This is an optimization exercise on Yosys and OpenROAD, whose aim is small area, a short achievable clock period and few clock cycles, not a production implementation. Function was checked by simulation only, so behaviour that the tests miss may differ from the original. Power and IR drop assume default switching activity.

$ cat flow/design.v
`timescale 1ns/1ps
module reg_file (
  input  logic        clk,
  input  logic        we,
  input  logic [4:0]  wa,
  input  logic [31:0] wd,
  input  logic [4:0]  ra0,
  input  logic [4:0]  ra1,
  output logic [31:0] rd0,
  output logic [31:0] rd1
);
  logic [31:0] mem [1:31];
  always_ff @(posedge clk)
    if (we && wa != 5'd0) mem[wa] <= wd;
  always_comb begin
    rd0 = 32'd0;
    rd1 = 32'd0;
    for (int i = 1; i < 32; i++) begin
      rd0 = rd0 | ({32{ra0 == 5'(i)}} & mem[i]);
      rd1 = rd1 | ({32{ra1 == 5'(i)}} & mem[i]);
    end
  end
endmodule
`timescale 1ns/1ps
module padd (
  input  logic [31:0] a,
  input  logic [31:0] b,
  input  logic        cin,
  output logic [31:0] s,
  output logic        c31
);
  logic [31:0] p, g;
  logic [31:0] gg [0:5];
  logic [31:0] pp [0:5];
  logic [32:0] c;
  assign p = a ^ b;
  assign g = (a & b) | {31'd0, cin & p[0]};
  always_comb begin
    gg[0] = g;
    pp[0] = p;
    for (int l = 0; l < 5; l++) begin
      for (int i = 0; i < 32; i++) begin
        if (((i >> l) & 1) == 1) begin
          int j;
          j = ((i >> l) << l) - 1;
          gg[l+1][i] = gg[l][i] | (pp[l][i] & gg[l][j]);
          pp[l+1][i] = pp[l][i] & pp[l][j];
        end else begin
          gg[l+1][i] = gg[l][i];
          pp[l+1][i] = pp[l][i];
        end
      end
    end
  end
  assign c[0] = cin;
  assign c[32:1] = gg[5];
  assign s   = p ^ {c[31:1], cin};
  assign c31 = c[31];
endmodule
module alu (
  input  logic [31:0] a,
  input  logic [31:0] b,        
  input  logic        sub,      
  input  logic [31:0] sb,       
  input  logic [4:0]  shamt,
  input  logic [6:0]  sel,
  output logic [31:0] sum,      
  output logic [31:0] y
);
  logic [31:0] bx;
  logic        c31, eq31, lt, gt, slt;
  assign bx = b ^ {32{sub}};
  padd u_add (.a(a), .b(bx), .cin(sub), .s(sum), .c31(c31));
  assign eq31 = (a[30:0] == b[30:0]);
  assign lt   = ~c31;
  assign gt   = c31 & ~eq31;
  assign slt  = (a[31] & ~b[31]) | (~a[31] & ~b[31] & lt) | (a[31] & b[31] & gt);
  always_comb begin
    y = 32'd0;
    if (sel[0]) y = y | sum;
    if (sel[1]) y = y | (a & b);
    if (sel[2]) y = y | (a | b);
    if (sel[3]) y = y | ~(a | b);
    if (sel[4]) y = y | {31'd0, slt};
    if (sel[5]) y = y | (sb << shamt);
    if (sel[6]) y = y | (sb >> shamt);
  end
endmodule
`timescale 1ns/1ps
module mips_processor (clk, reset, memdata, addr, memread, memwrite, writedata);
  input  logic clk, reset;
  input  logic [31:0] memdata;
  output logic memread, memwrite;
  output logic [31:0] addr, writedata;
  logic [31:0] addr_q;         
  logic        rd_q, wr_q;     
  logic [31:0] wd_q;           
  logic        m_q;            
  logic        mld_q;          
  logic [4:0]  mrt_q;          
  logic        vD;             
  logic [31:0] ir;             
  logic [31:0] pcD;
  logic        vX;
  logic [31:0] xa, xb;         
  logic [15:0] ximm;
  logic [4:0]  xrs, xrt;
  logic        xr, xbr, xsub, xwr, xld, xst, xbeq, xbne;
  logic [6:0]  xsel;
  logic        wv;
  logic [4:0]  wa_q;
  logic [31:0] wr_q_d;
  assign addr      = addr_q;
  assign memread   = rd_q;
  assign memwrite  = wr_q;
  assign writedata = wd_q;
  logic [31:0] sum, res, ea;
  logic [4:0]  xdst;
  logic        eac, btc;
  assign xdst = xr ? ximm[15:11] : xrt;
  alu u_alu (.a(xa), .b(xb), .sub(xsub), .sb(xb), .shamt(ximm[10:6]), .sel(xsel), .sum(sum), .y(res));
  padd u_eadd (.a(xa), .b({16'd0, ximm}), .cin(1'b0), .s(ea), .c31(eac));
  logic taken, ldst, xwe;
  assign taken = vX & ((xbeq & (xa == xb)) | (xbne & ((xa == 32'd0) | (xb == 32'd0))));
  assign ldst  = vX & (xld | xst);
  assign xwe   = vX & xwr & (xdst != 5'd0);
  logic [31:0] btgt;
  padd u_badd (.a(pcD), .b({16'd0, ximm}), .cin(1'b0), .s(btgt), .c31(btc));
  logic [5:0] op;
  logic [4:0] rs, rt;
  assign op = ir[31:26];
  assign rs = ir[25:21];
  assign rt = ir[20:16];
  logic [31:0] rf0, rf1, va, vb;
  reg_file u_rf (.clk(clk), .we(wv), .wa(wa_q), .wd(wr_q_d), .ra0(rs), .ra1(rt), .rd0(rf0), .rd1(rf1));
  assign va = (xwe && xdst == rs) ? res : (wv && wa_q == rs) ? wr_q_d : rf0;
  assign vb = (xwe && xdst == rt) ? res : (wv && wa_q == rt) ? wr_q_d : rf1;
  logic d_r, d_mem, d_imm;
  assign d_r   = (op == 6'b000000);
  assign d_mem = op[5];
  assign d_imm = (op[5:3] == 3'b001);
  logic [6:0] rsel, isel;
  logic       rsub;
  always_comb begin
    rsub = 1'b0;
    case (ir[5:0])
      6'b000000:            rsel = 7'b010_0000;
      6'b000010:            rsel = 7'b100_0000;
      6'b100010, 6'b100011: begin rsel = 7'b000_0001; rsub = 1'b1; end
      6'b100100:            rsel = 7'b000_0010;
      6'b100101:            rsel = 7'b000_0100;
      6'b100111:            rsel = 7'b000_1000;
      6'b101010, 6'b101011: begin rsel = 7'b001_0000; rsub = 1'b1; end
      default:              rsel = 7'b000_0001;
    endcase
    case (op[2:0])
      3'b100:  isel = 7'b000_0010;
      3'b101:  isel = 7'b000_0100;
      3'b010:  isel = 7'b001_0000;
      default: isel = 7'b000_0001;
    endcase
  end
  logic [31:0] fw, fa, fnext;
  logic        fjmp;
  assign fw    = m_q ? ir  : memdata;
  assign fa    = m_q ? pcD : addr_q;
  assign fjmp  = (fw[31:27] == 5'b00001);
  assign fnext = fjmp ? {6'd0, fw[25:0]} : fa + 32'd1;
  always_ff @(posedge clk) begin
    if (reset) begin
      addr_q <= 32'd0;
      rd_q   <= 1'b1;
      wr_q   <= 1'b0;
      m_q    <= 1'b0;
      vD     <= 1'b0;
      vX     <= 1'b0;
    end else if (m_q) begin
      m_q    <= 1'b0;
      addr_q <= fnext;
      rd_q   <= 1'b1;
      wr_q   <= 1'b0;
    end else if (taken) begin
      vD     <= 1'b0;
      vX     <= 1'b0;
      addr_q <= btgt;
    end else begin
      vD     <= ~fjmp;
      vX     <= vD;
      if (ldst) begin
        addr_q <= ea;
        m_q    <= 1'b1;
        rd_q   <= xld;
        wr_q   <= xst;
      end else begin
        addr_q <= fnext;
      end
    end
  end
  always_ff @(posedge clk) begin
    if (reset) begin
      wv <= 1'b0;
    end else begin
      wv <= m_q ? (mld_q && mrt_q != 5'd0) : xwe;
    end
    wa_q   <= m_q ? mrt_q : xdst;
    wr_q_d <= m_q ? memdata : res;
  end
  always_ff @(posedge clk) begin
    if (m_q) begin
      if (mld_q && mrt_q != 5'd0 && mrt_q == xrs) xa <= memdata;
      if (mld_q && mrt_q != 5'd0 && mrt_q == xrt && xbr) xb <= memdata;
    end else begin
      xa      <= va;
      xb      <= d_imm ? {16'd0, ir[15:0]} : vb;
      ir      <= memdata;
      pcD     <= addr_q;
      ximm    <= ir[15:0];
      xrs     <= rs;
      xrt     <= rt;
      xr      <= d_r;
      xbr     <= ~d_imm;
      xsub    <= d_r & rsub | d_imm & (op[2:0] == 3'b010);
      xwr     <= d_r | d_imm;
      xld     <= d_mem & ~op[3];
      xst     <= d_mem & op[3];
      xbeq    <= (op == 6'b000100);
      xbne    <= (op == 6'b000101);
      xsel    <= d_r ? rsel : isel;
      wd_q    <= xb;
      mld_q   <= xld;
      mrt_q   <= xdst;
    end
  end
endmodule
$ cat flow/flow/run.sh
#!/bin/bash
# Standard ORFS layout (the standard.sh), with two changes to how the
# layout is made; the SDC, clock period and I/O constraints are unchanged:
#  - repair_timing is asked to keep a larger setup margin, so that the
#    resizer works on the paths that set the achievable period;
#  - adders are left to ABC as plain gates (no fa/ha cells from the adder map).
set -euo pipefail
bash standard.sh SETUP_SLACK_MARGIN=8.5 TNS_END_PERCENT=10 ADDER_MAP_FILE= finish > standard_flow.log 2>&1
$ cat flow/standard.sh
#!/bin/bash
# synth_recipe.tcl (not shown) runs the flow's synth.tcl, then flattens the netlist and writes it again
# the make line also repeats each setting of config.mk as NAME=value (left out here)
make -C /OpenROAD-flow-scripts/flow DESIGN_CONFIG=/design/flow/config.mk WORK_HOME=/design/flow/orfs CLKGATE_MAP_FILE= SYNTH_SCRIPT=/design/flow/synth_recipe.tcl "${@:-finish}"
$ cat flow/config.mk
export PLATFORM = sky130hd
export DESIGN_NAME = mips_processor
export DESIGN_NICKNAME = mips_processor
export VERILOG_FILES = /design/flow/design.v
export SDC_FILE = /design/flow/constraint.sdc
export NUM_CORES = 4
export LEC_CHECK = 0
export CAP_MARGIN = 20
export CORE_MARGIN = 2
export CORE_UTILIZATION = 40
export SLEW_MARGIN = 20
$ cat flow/constraint.sdc
create_clock -name core_clock -period 12.0 [get_ports {clk}]
set_input_delay 2.4000 -clock core_clock [delete_from_list [all_inputs] [get_ports {clk}]]
set_output_delay 2.4000 -clock core_clock [all_outputs]
set_load 0.01 [all_outputs]
==> results of run 1 <==
## timing repair
item                       in CTS  in global routing
hold buffers                    0                  0
hold endpoints to repair        0                  0
cloned                          4                  3
setup endpoints to repair     199                179
pin swaps                      54                 50
gates resized for setup       318                101
buffers inserted              113                 64
## per-stage QoR
step	power, mW	utilization	setup slack, ns
6_report	13.5	0.474	8.05
5_1_grt	13.8	0.474	8.05
4_1_cts	13.2	0.467	8.16
3_5_place_dp	8.83	0.429	6.75
3_3_place_gp	8.81	0.429	6.72
2_1_floorplan	7.60	-	7.55
## routing by layer
| metal | vias up | part of all wire | global-route usage |
|---|---|---|---|
| li1 | 21271 | - | - |
| met1 | 26717 | 0.34 | 0.453 |
| met2 | 5848 | 0.41 | 0.535 |
| met3 | 1601 | 0.17 | 0.156 |
| met4 | 28 | 0.085 | 0.239 |
| met5 | - | 0.0011 | 0 |
## layout make-up
| class | instances | area (µm²) | share of cell area |
|---|---|---|---|
| flip-flops and latches | 1269 | 36800 | 0.504 |
| multi-input cells | 3453 | 24900 | 0.341 |
| repair buffers | 461 | 4000 | 0.0548 |
| well taps | 2044 | 2560 | 0.0350 |
| inverters | 76 | 302 | 0.00413 |
| repair inverters | 1 | 5.00 | 0.0000685 |
| clock buffers | 155 | 3500 | 0.0480 |
| clock inverters | 85 | 928 | 0.0127 |
| diodes | 8 | 20.0 | 0.000274 |
## final timing paths
kind / startpoint / to / slack, ns / cells past startpoint
setup / recovery: ir[17] / xb[1] / 8.05 / 13
setup reg to reg: ir[17] / xb[1] / 8.05 / 13
hold reg to reg: ir[13] / ximm[13] / 0.46 / 0
hold / removal: ir[13] / ximm[13] / 0.46 / 0
## flip-flops by register name (all words and copies together) (netlist names), 7 cells and up
name,count
ximm,16
ir,32
wd_q,32
addr_q,32
u_rf.mem,992
xa,32
wr_q_d,32
xb,32
pcD,32
xsel,7
## critical path, delay by kind of cell, from the launching register on
family                 cells  cell delay, ns
AND/OR/NAND/NOR            6            1.22
flip-flops                 1            0.53
AO/OA/AOI/OAI              5            1.01
buffers and inverters      2            0.87
## placed cells by master (no fill, tap or decap), types with 19 or more instances in the layout
cell / n
a211oi_1: 32
a21o_1: 20
a21oi_1: 210
a221oi_1: 173
a222oi_1: 66
a22o_1: 168
a22oi_1: 615
a31oi_1: 24
and3_1: 24
buf_2: 19
buf_4: 310
buf_6: 30
clkbuf_16: 136
clkdlybuf4s50_1: 28
clkinv_1: 26
clkinv_2: 23
dfxtp_1: 100
dfxtp_2: 30
edfxtp_1: 1136
inv_1: 69
mux2_2: 45
mux2i_1: 95
mux4_2: 30
nand2_1: 276
nand2b_1: 34
nand3_1: 132
nand4_1: 113
nor2_1: 331
nor2_4: 90
nor2b_1: 21
nor3_1: 89
nor4_1: 47
o211ai_1: 34
o21ai_0: 146
o221ai_1: 19
o22ai_1: 27
xnor2_1: 136
xor2_1: 104
## cells by family after synthesis
group	count (synthesis)
AO/OA/AOI/OAI	1719
AND/OR/NAND/NOR	1291
flip-flops	1269
buffers and inverters	525
XOR/XNOR	250
multiplexers	170
adder cells (fa/ha/maj)	22
## power by group
part | switching, mW | total (mW) | internal (mW) | leakage, nW
logic | 1.97 | 3.08 | 1.11 | 10.8
registers | 0.625 | 6.18 | 5.56 | 11.6
clock network | 1.88 | 4.28 | 2.40 | 2.16
==> summary.txt, run 1 <==
clk root buf clkbuf_16; Lkg Pwr 24.5 nW; Clock Latency Late Sink 0.80 ns; CTS tree yes; mux cell area share after synthesis 0.0343; synthesized area 62200 µm²; GPL Wtd Cong 1.00; Area after DPL 66100 µm²; PortBufs 99; Die Width 398 µm; compound-cell area share of the yosys netlist 0.204; Synth top area share 0.548; Via density 7.34; fmax 253 MHz; syn_nets 5280; endpoints failing hold 0; Startpoint Class flip-flop; Peak VDD IR 0.151 mV; crit-path max FO 16; routed len/inst 40.4 µm; H-tree lvl count 4; Primary FF master, synth edfxtp_1; simple-gate share of the synthesized area 0.0986; antenna-violating nets left 0; Longest Clk Path Bufs 3; most frequent CP cell a21oi_1; Area Overhead vs Synth 17.4%; CP Data Arrival Time 4.48 ns; cell chain of the critical path or3b_2 -> nor2_4 -> buf_4 -> buf_6 -> a22oi_1 -> nand2_1 -> nor4_1 -> a31o_2 -> nor2_1 -> a21oi_1 -> a21oi_1 -> nor2_1 -> a21oi_1; Post-Synth XOR/XNOR Area 0.0352; initial antenna violation count 18; post-synthesis cell type count 99; max_slew headroom 0.0983; Crit path largest cell delay 0.62 ns; Final Hold Slack 0.460 ns; TritonCTS buffer count 133; max-cap viol count 0; clock period minus worst slack 3.95 ns; DRC marker count from the first detailed-route iteration 12169; #FFs+latches synth 1269; clock slew at reported path FFs 0.07 ns; hpwl dp 174000 µm; vias in the first global route 50909; status finished clean; P per Cell Area 185 nW/µm²; Core Footprint 154000 µm²; synth warn 6; synthesized area per cell 11.9 µm²; largest net degree at the start of global routing 88; cell count after placement 7120; post-synthesis adder-cell area fraction 0.00366; Crit-path slowest cell or3b_2; synth top area cells edfxtp_1, a22oi_1, dfxtp_1; CP Class reg -> reg; share of layout cells above drive strength 1 0.175; grt ovf 0; worst hold path type reg -> reg; Worst-Margin Slew 1.34 ns; register area share after synthesis 0.591; Worst EP required 12.53 ns; Critical Path End Type flip-flop; clock sinks 1269; Synth top cells by count edfxtp_1, a22oi_1, nor2_1, clkbuf_1, nand2_1; largest family of logic cells by synthesized area compound AO/OA/AOI/OAI gates; fillcell total 13802; Final Cell Area 73000 µm²; floorplan row count 144; top-count cell post-synth edfxtp_1; RSZ-0062 raised after global routing yes; first-pass iteration count of the detailed router 12; # DRC 0; clk_skew 0.0363 ns; Final #Nets 5429; fin crit share 0.329; ys async rst share 0; first-pass GRT wire length 410000 µm; Vias 55465; final setup violation count 0; Cells after Synth 5246; die height 398 µm; die area 159000 µm²; max-slew violations 0; Initial Utilization 0.403; I/O pin total 100; EDFF count, synth 1136; GR Util All Layers 0.370; final non-filler cell total 7552; post-route setup TNS 0 ns; Yosys top cell by area edfxtp_1; drt total wl 305000 µm
Testbench counts, summed over its fixed seeds: cycles 31,689.
==> run 2, diff against run 1 <==
--- a/flow/design.v
+++ b/flow/design.v
@@ -67,8 +67,13 @@
   output logic [31:0] sum,      
   output logic [31:0] y
 );
-  logic [31:0] bx;
+  logic [31:0] bx, sin, sr, sh;
   logic        c31, eq31, lt, gt, slt;
+  always_comb begin
+    for (int i = 0; i < 32; i++) sin[i] = sel[5] ? sb[31-i] : sb[i];
+    sr = sin >> shamt;
+    for (int i = 0; i < 32; i++) sh[i] = sel[5] ? sr[31-i] : sr[i];
+  end
   assign bx = b ^ {32{sub}};
   padd u_add (.a(a), .b(bx), .cin(sub), .s(sum), .c31(c31));
   assign eq31 = (a[30:0] == b[30:0]);
@@ -82,8 +87,7 @@
     if (sel[2]) y = y | (a | b);
     if (sel[3]) y = y | ~(a | b);
     if (sel[4]) y = y | {31'd0, slt};
-    if (sel[5]) y = y | (sb << shamt);
-    if (sel[6]) y = y | (sb >> shamt);
+    if (sel[5] | sel[6]) y = y | sh;
   end
 endmodule
 `timescale 1ns/1ps
@@ -160,15 +164,24 @@
       default: isel = 7'b000_0001;
     endcase
   end
-  logic [31:0] fw, fa, fnext;
+  logic [31:0] inc, fnext_m;
   logic        fjmp;
-  assign fw    = m_q ? ir  : memdata;
-  assign fa    = m_q ? pcD : addr_q;
-  assign fjmp  = (fw[31:27] == 5'b00001);
-  assign fnext = fjmp ? {6'd0, fw[25:0]} : fa + 32'd1;
+  assign inc     = (m_q ? pcD : addr_q) + 32'd1;
+  assign fnext_m = vD ? inc : {6'd0, ir[25:0]};
+  assign fjmp    = (memdata[31:27] == 5'b00001);
+  logic [31:0] anext_o;
+  logic        jsel;
+  always_comb begin
+    if (reset)      anext_o = 32'd0;
+    else if (m_q)   anext_o = fnext_m;
+    else if (taken) anext_o = btgt;
+    else if (ldst)  anext_o = ea;
+    else            anext_o = inc;
+  end
+  assign jsel = ~reset & ~m_q & ~taken & ~ldst & fjmp;
   always_ff @(posedge clk) begin
+    addr_q <= jsel ? {6'd0, memdata[25:0]} : anext_o;
     if (reset) begin
-      addr_q <= 32'd0;
       rd_q   <= 1'b1;
       wr_q   <= 1'b0;
       m_q    <= 1'b0;
@@ -176,23 +189,18 @@
       vX     <= 1'b0;
     end else if (m_q) begin
       m_q    <= 1'b0;
-      addr_q <= fnext;
       rd_q   <= 1'b1;
       wr_q   <= 1'b0;
     end else if (taken) begin
       vD     <= 1'b0;
       vX     <= 1'b0;
-      addr_q <= btgt;
     end else begin
       vD     <= ~fjmp;
       vX     <= vD;
       if (ldst) begin
-        addr_q <= ea;
         m_q    <= 1'b1;
         rd_q   <= xld;
         wr_q   <= xst;
-      end else begin
-        addr_q <= fnext;
       end
     end
   end
==> summary.txt, run 2 <==
H-tree lvl count 4 (unchanged); synth top area cells edfxtp_1, a22oi_1, dfxtp_1; RSZ-0062 raised after global routing yes; reg2reg end xa[5]; antenna-violating nets left 0 (unchanged); clock network power share 0.318 (+0.002); Critical Path Sink xa[5]; first-pass GRT wire length 405000 µm (-1.2%); GR Util All Layers 0.369 (-0.000812); max_slew headroom 0.207 (+0.108); die area 157000 µm² (-0.88%); Yosys top cell by area edfxtp_1; P per Cell Area 181 nW/µm² (-2.6%); Via density 7.39 (+0.64%); commonest cells after routing, fill and taps aside edfxtp_1, a22oi_1, buf_4, nand2_1, nor2_1; die height 397 µm (-0.44%); max-cap viol count 0 (unchanged); Clock Latency Late Sink 0.81 ns (about the same); min-delay src ir[10]; EDFF count, synth 1167 (+2.7%); CP Class reg -> reg; Die Width 397 µm (-0.44%); status finished clean; Cells after Synth 5082 (-3.1%); clock sinks 1269 (unchanged); clock period minus worst slack 4.00 ns (+0.0544 ns); Longest Clk Path Bufs 3 (unchanged); Area Overhead vs Synth 19.1%; Synth top cells by count edfxtp_1, a22oi_1, clkbuf_1, nor2_1, nand2_1; Pint 8.97 mW (-1.1%); fillcell total 13554 (-1.8%); I/O pin total 100 (unchanged); Lkg Pwr 24.6 nW (+0.44%); # DRC 0 (unchanged); first-pass iteration count of the detailed router 14 (+2); combinational share of power 0.223 (-0.004); post-synthesis cell type count 90 (-9.1%); routed len/inst 40.6 µm (+0.45%); Sequential Power Share 0.459 (+0.002); Switching Fraction 0.324 (-0.00646); top-count cell post-synth edfxtp_1; Initial Utilization 0.402 (-0.00171); CTS Hold Bufs 0 (unchanged); path depth of the worst reg2reg path 10 (-3); Switching Power 4.30 mW (-3.9%); DRC marker count from the first detailed-route iteration 13021 (+7.0%); Design Power 13.3 mW (-2.0%); largest net degree at the start of global routing 80 (-9.1%); clk_skew 0.0409 ns (+0.00457 ns); PortBufs 99 (unchanged); Worst EP required 12.62 ns (+0.09 ns); floorplan row count 144 (unchanged); Peak VDD IR 0.167 mV (+11%); syn_nets 5116 (-3.1%); clk root buf clkbuf_16; post-route setup TNS 0 ns (unchanged); initial antenna violation count 13 (-5); internal reg-to-reg setup slack 8.00 ns (-0.05 ns); share of layout cells above drive strength 1 0.183 (+0.00765); Worst-Margin Slew 1.19 ns (-0.154 ns); max reg flops 992 (unchanged); grt ovf 0 (unchanged); final setup violation count 0 (unchanged); Core Footprint 154000 µm² (-0.47%); Core Util, Final 0.479 (+0.00494); GPL Wtd Cong 0.978 (-2.6%); fin crit share 0.334 (+0.00453); ys async rst share 0 (unchanged); Synth top area share 0.568 (+0.0200); worst reg2reg path startpoint ir[23]; register area share after synthesis 0.601 (+0.0103); drt total wl 303000 µm (-0.65%); Biggest register u_rf.mem; synthesized area 61700 µm² (-0.89%); CTS tree yes; #FFs+latches synth 1269 (unchanged); crit-path max FO 22 (+6); most common cell after layout, fill and taps aside edfxtp_1; Critical Path End Type flip-flop; endpoints failing hold 0 (unchanged); CP Data Arrival Time 4.63 ns (+0.15 ns); Vias 55204 (-0.47%); Final #Nets 5345 (-1.5%); hpwl dp 164000 µm (-5.9%); Startpoint Class flip-flop; fmax 250 MHz (-1.4%); synth warn 6 (unchanged); max-slew violations 0 (unchanged); TritonCTS buffer count 135 (+1.5%); Primary FF master, synth edfxtp_1; worst hold path type reg -> reg; clock slew at reported path FFs 0.06 ns (about the same); Setup crit start ir[23]; synthesized area per cell 12.1 µm² (+2.3%); vias in the first global route 50640 (-0.53%)
==> run 2: cell types whose count changed after synthesis, moves of 12 or more <==
cell	before	now
a221oi_1	177	213
o21ai_0	163	146
dfxtp_1	133	102
nor2_1	426	337
edfxtp_1	1136	1167
nand2b_1	38	26
inv_1	71	57
mux2_2	45	31
nor2b_1	23	36
a21oi_1	223	176
a22oi_1	617	586
nand2_1	281	317
mux2i_1	95	77
==> run 2: worst min path at each step <==
stage                     to  slack, ns  cells after the start
floorplan            wd_q[1]       0.42                      0
global placement    ximm[15]       0.50                      0
detailed placement  ximm[10]       0.50                      0
CTS                 ximm[10]       0.52                      0
global route        ximm[15]       0.52                      0
finish              ximm[10]       0.52                      0
==> run 2: power by group through the flow <==
| stage | Clock, mW | Combinational [mW] | Sequential [mW] |
|---|---|---|---|
| 2_1_floorplan | 0 | 1.44 | 6.01 |
| 3_3_place_gp | 0 | 2.32 | 6.23 |
| 3_5_place_dp | 0 | 2.34 | 6.24 |
| 4_1_cts | 4.21 | 2.68 | 6.05 |
| 5_1_grt | 4.39 | 3.05 | 6.10 |
| 6_report | 4.22 | 2.96 | 6.09 |
==> run 2: critical path: stages (launching register included) <==
cell and delay [ns]:
edfxtp_1 0.65, or3b_2 0.63, nor2_4 0.74, buf_6 0.51, a22o_1 0.22, a221oi_1 0.06, nand4_1 0.17, nor3_1 0.11
nor3_1 0.42, a21oi_1 0.11, a21oi_1 0.20
==> run 2: what timing repair did <==
action / 4_1_cts / 5_1_grt
cloned: 9 / 5
endpoints found under the setup margin: 196 / 185
buffers inserted: 166 / 52
pin swaps: 65 / 49
gates resized for setup: 251 / 125
endpoints found under the hold margin: 0 / 0
==> run 2: area by class of cell <==
type / instances / area [µm²] / area share
clock inverter: 69 / 802 / 0.0109
tap: 2044 / 2560 / 0.0348
inverter: 59 / 236 / 0.00322
timing repair buffer: 521 / 4660 / 0.0635
multi-input combinational: 3325 / 24500 / 0.334
antenna: 13 / 32.5 / 0.000443
clock buffer: 169 / 3550 / 0.0483
sequential: 1269 / 37100 / 0.505
==> run 2: metal layers <==
| metal | GRT usage | vias to the layer above | share of wire |
|---|---|---|---|
| li1 | - | 20931 | - |
| met1 | 0.443 | 26578 | 0.33 |
| met2 | 0.525 | 5954 | 0.40 |
| met3 | 0.174 | 1721 | 0.17 |
| met4 | 0.245 | 20 | 0.090 |
| met5 | 0.0203 | - | 0.0020 |
==> run 2: per-stage QoR <==
step | instance area, µm² | worst slack [ns] | hold slack [ns] | instances
after floorplan | 61700 | 8.14 | 0.421 | 5082
after global placement | 65800 | 6.20 | 0.498 | 6986
after detailed placement | 65800 | 6.15 | 0.500 | 6986
after CTS | 72400 | 8.07 | 0.518 | 7399
after global routing | 73400 | 8.04 | 0.524 | 7458
final | 73500 | 8.00 | 0.516 | 7469
==> run 2: logic make-up (layout without fill, tap and decap cells) <==
logic type               Yosys count  count (layout)  synth area share
AO/OA/AOI/OAI                   1645            1645             0.200
XOR/XNOR                         272             272            0.0386
AND/OR/NAND/NOR                 1246            1247            0.0969
multiplexers                     137             137            0.0287
flip-flops                      1269            1269             0.601
other                              0              13                 0
adder cells (fa/ha/maj)           24              24           0.00394
buffers and inverters            489             818            0.0302
Testbench counts of run 2, summed over its fixed seeds: cycles 31,689.
==> run 3, diff against run 2 <==
==> flow/flow/run.sh (replaced) <==
#!/bin/bash
# Standard ORFS layout (the standard.sh), with two changes to how the
# layout is made; the SDC, clock period and I/O constraints are unchanged:
#  - repair_timing is asked to keep a larger setup margin, so that the
#    resizer works on the paths that set the achievable period;
#  - adders are left to ABC as plain gates (no fa/ha cells from the adder map);
#  - a denser floorplan (50% utilisation).
set -euo pipefail
bash standard.sh SETUP_SLACK_MARGIN=8.5 TNS_END_PERCENT=10 ADDER_MAP_FILE= CORE_UTILIZATION=50 finish > standard_flow.log 2>&1
==> summary.txt, run 3 <==
post-synthesis cell type count 90 (unchanged); Worst EP required 12.48 ns (-0.14 ns); fmax 254 MHz (+1.8%); Area Overhead vs Synth 18.3%; Worst-Margin Slew 1.16 ns (-0.0288 ns); max_slew headroom 0.226 (+0.0198); grt ovf 0 (unchanged); hpwl dp 162000 µm (-0.68%); max-slew violations 0 (unchanged); register area share after synthesis 0.601 (unchanged); EDFF count, synth 1167 (unchanged); Startpoint Class flip-flop; final setup violation count 0 (unchanged); pre-CTS setup slack 5.92 ns (-0.229 ns); synth top area cells edfxtp_1, a22oi_1, dfxtp_1; GPL Wtd Cong 0.996 (+1.8%); fin crit share 0.328 (-0.00578); die area 126000 µm² (-20%); drt total wl 299000 µm (-1.3%); Crit-path slowest cell mux4_2; clock period minus worst slack 3.93 ns (-0.0693 ns); post-route setup TNS 0 ns (unchanged); Longest Clk Path Bufs 3 (unchanged); ys async rst share 0 (unchanged); share of layout cells above drive strength 1 0.184 (+0.00124); clk_skew 0.0268 ns (-0.0141 ns); status finished clean; RSZ-0062 raised after global routing yes; max reg flops 992 (unchanged); floorplan row count 128 (-11%); most common cell after layout, fill and taps aside edfxtp_1; GR Util All Layers 0.461 (+0.0913); CP Class reg -> reg; Via density 7.76 (+5.0%); Biggest register u_rf.mem; CP Buf/Inv Count 1 (unchanged); TritonCTS buffer count 136 (+0.74%); endpoints failing hold 0 (unchanged); worst hold path type reg -> reg; synthesized area per cell 12.1 µm² (unchanged); Core Footprint 122000 µm² (-21%); largest net degree at the start of global routing 90 (+13%); crit-path max FO 45 (+100%); Final #Nets 5339 (-0.11%); synth warn 6 (unchanged); fillcell total 9788 (-28%); Yosys top cell by area edfxtp_1; Primary FF master, synth edfxtp_1; DRC marker count from the first detailed-route iteration 12297 (-5.6%); Vias 54680 (-0.95%); CTS Hold Bufs 0 (unchanged); clock sinks 1269 (unchanged); CTS tree yes; top-count cell post-synth edfxtp_1; Peak VDD IR 0.161 mV (-3.5%); synthesized area 61700 µm² (unchanged); # DRC 0 (unchanged); max-cap viol count 0 (unchanged); internal reg-to-reg setup slack 8.07 ns (+0.07 ns); Critical Path End Type flip-flop; area occupied by multi-input gates 24600 µm² (+0.23%); #FFs+latches synth 1269 (unchanged); Synth top area share 0.568 (unchanged); clk root buf clkbuf_16; commonest cells after routing, fill and taps aside edfxtp_1, a22oi_1, buf_4, nand2_1, nor2_1; PortBufs 99 (unchanged); register area 37100 µm² (about the same); CP top delay family compound AO/OA/AOI/OAI gates; P per Cell Area 181 nW/µm² (about the same); H-tree lvl count 4 (unchanged); first-pass iteration count of the detailed router 13 (-1); I/O pin total 100 (unchanged); clock slew at reported path FFs 0.06 ns (about the same); first-pass GRT wire length 402000 µm (-0.81%); initial antenna violation count 13 (unchanged); Initial Utilization 0.505 (+0.104); setup ws final 8.07 ns (+0.0693 ns); Synth top cells by count edfxtp_1, a22oi_1, clkbuf_1, nor2_1, nand2_1; antenna-violating nets left 0 (unchanged); die height 355 µm (-10%); Crit path largest cell delay 0.49 ns (-0.25 ns); Die Width 355 µm (-10%); syn_nets 5116 (unchanged); Lkg Pwr 24.6 nW (-0.23%); Cells after Synth 5082 (unchanged); cell chain of the critical path buf_6 -> xor2_1 -> mux2_2 -> mux4_2 -> nor2_1 -> a211oi_1 -> a21oi_2 -> o221a_2 -> o21ai_1 -> a211o_1 -> o211ai_1 -> o21ai_0; Clock Latency Late Sink 0.79 ns (-0.02 ns); vias in the first global route 50059 (-1.1%); routed len/inst 42.5 µm (+4.7%); CP Data Arrival Time 4.42 ns (-0.21 ns)
==> run 3: cell count changes in the layout (fill, tap and decap cells not counted), moves of 4 or more <==
| cell | previous run | this run |
|---|---|---|
| buf_12 | 13 | 21 |
| buf_4 | 357 | 341 |
| bufbuf_16 | 5 | 9 |
| bufinv_16 | 11 | 4 |
| clkbuf_1 | 32 | 27 |
| clkbuf_8 | 0 | 7 |
| clkdlybuf4s15_1 | 8 | 31 |
| clkdlybuf4s15_2 | 0 | 6 |
| clkinv_2 | 16 | 23 |
| dlygate4sd2_1 | 56 | 28 |
| nor3_2 | 17 | 13 |
| nor4_1 | 34 | 38 |
==> run 3: area by class of cell <==
| cell class | instances | area share |
|---|---|---|
| antenna | 10 | 0.000343 |
| clock buffer | 173 | 0.0504 |
| clock inverter | 68 | 0.00818 |
| inverter | 59 | 0.00319 |
| multi-input combinational | 3325 | 0.336 |
| sequential | 1269 | 0.509 |
| tap | 1625 | 0.0279 |
| timing repair buffer | 514 | 0.0651 |
==> run 3: repair_timing <==
item | CTS | global route
setup endpoints to repair | 199 | 180
setup buffers | 151 | 69
pin swaps | 66 | 41
gates cloned | 11 | 0
resized for setup | 326 | 104
==> run 3: kinds of logic after synthesis <==
group | count (synthesis) | share of synthesized area
and+or+nand+nor | 1246 | 0.0969
AOI/OAI and AO/OA | 1645 | 0.200
buffers and inverters | 489 | 0.0302
muxes | 137 | 0.0287
DFF | 1269 | 0.601
xor gates and xnor gates | 272 | 0.0386
adders and majority gates | 24 | 0.00394
==> run 3: stage by stage <==
step	hold WS (ns)	util	total power [mW]	instance area (µm²)	std cells
6_report	0.502	0.598	13.2	73000	7043
5_1_grt	0.510	0.598	13.5	73000	7034
4_1_cts	0.503	0.589	12.9	71900	6964
3_5_place_dp	0.486	0.535	8.58	65200	6561
3_3_place_gp	0.476	0.535	8.55	65200	6561
2_1_floorplan	0.421	-	7.45	61700	5082
==> run 3: routing by layer <==
metal  up-vias  GRT usage  share of wire
met5         -     0.0208         0.0021
met4        26      0.328          0.091
met3      1652      0.204           0.17
met2      5875      0.649           0.41
met1     26210      0.560           0.33
li1      20917          -              -
==> run 3: power by group <==
group / switching, mW / internal [mW]
Combinational: 1.88 / 1.10
Sequential: 0.537 / 5.57
Clock: 1.84 / 2.27
==> run 3: path summary, 6_finish.rpt <==
path	startpoint	to	cells past startpoint
hold reg to reg	ir[10]	ximm[10]	0
setup / recovery	xsel[5]	xb[15]	12
setup reg to reg	xsel[5]	xb[15]	12
hold / removal	ir[10]	ximm[10]	0

[static timing again, ports no longer ideal]
The results above use ideal ports. As a check the final layouts listed here were re-extracted and re-timed, cells and wires unchanged.
Step 1, drivers: a clkbuf_16 drives clk and a buf_2 each remaining input, both assumed.
Step 2 also shifts input and output timing later by t, the mid clock arrival at the registers, as if the neighbouring blocks saw the same clock.
a / b / c = no drivers / after step 1 / after step 2; a / b = the first two.
run | shift t [ns] | slack for setup (ns) | worst setup path after step 2 | slew at the worst register clock pin (ns)
run 1 | 0.867 | 8.051 / 8.051 / 7.530 | input to register | 0.07 / 0.07
run 2 | 0.871 | 7.996 / 7.996 / 7.432 | input to register | 0.07 / 0.07
run 3 | 0.854 | 8.066 / 8.066 / 7.626 | input to register | 0.07 / 0.07
After both steps setup and hold are still met in every run listed. The setup slack of run 2, which loses most, moves by 0.000 ns with the drivers and by -0.564 ns with both steps.
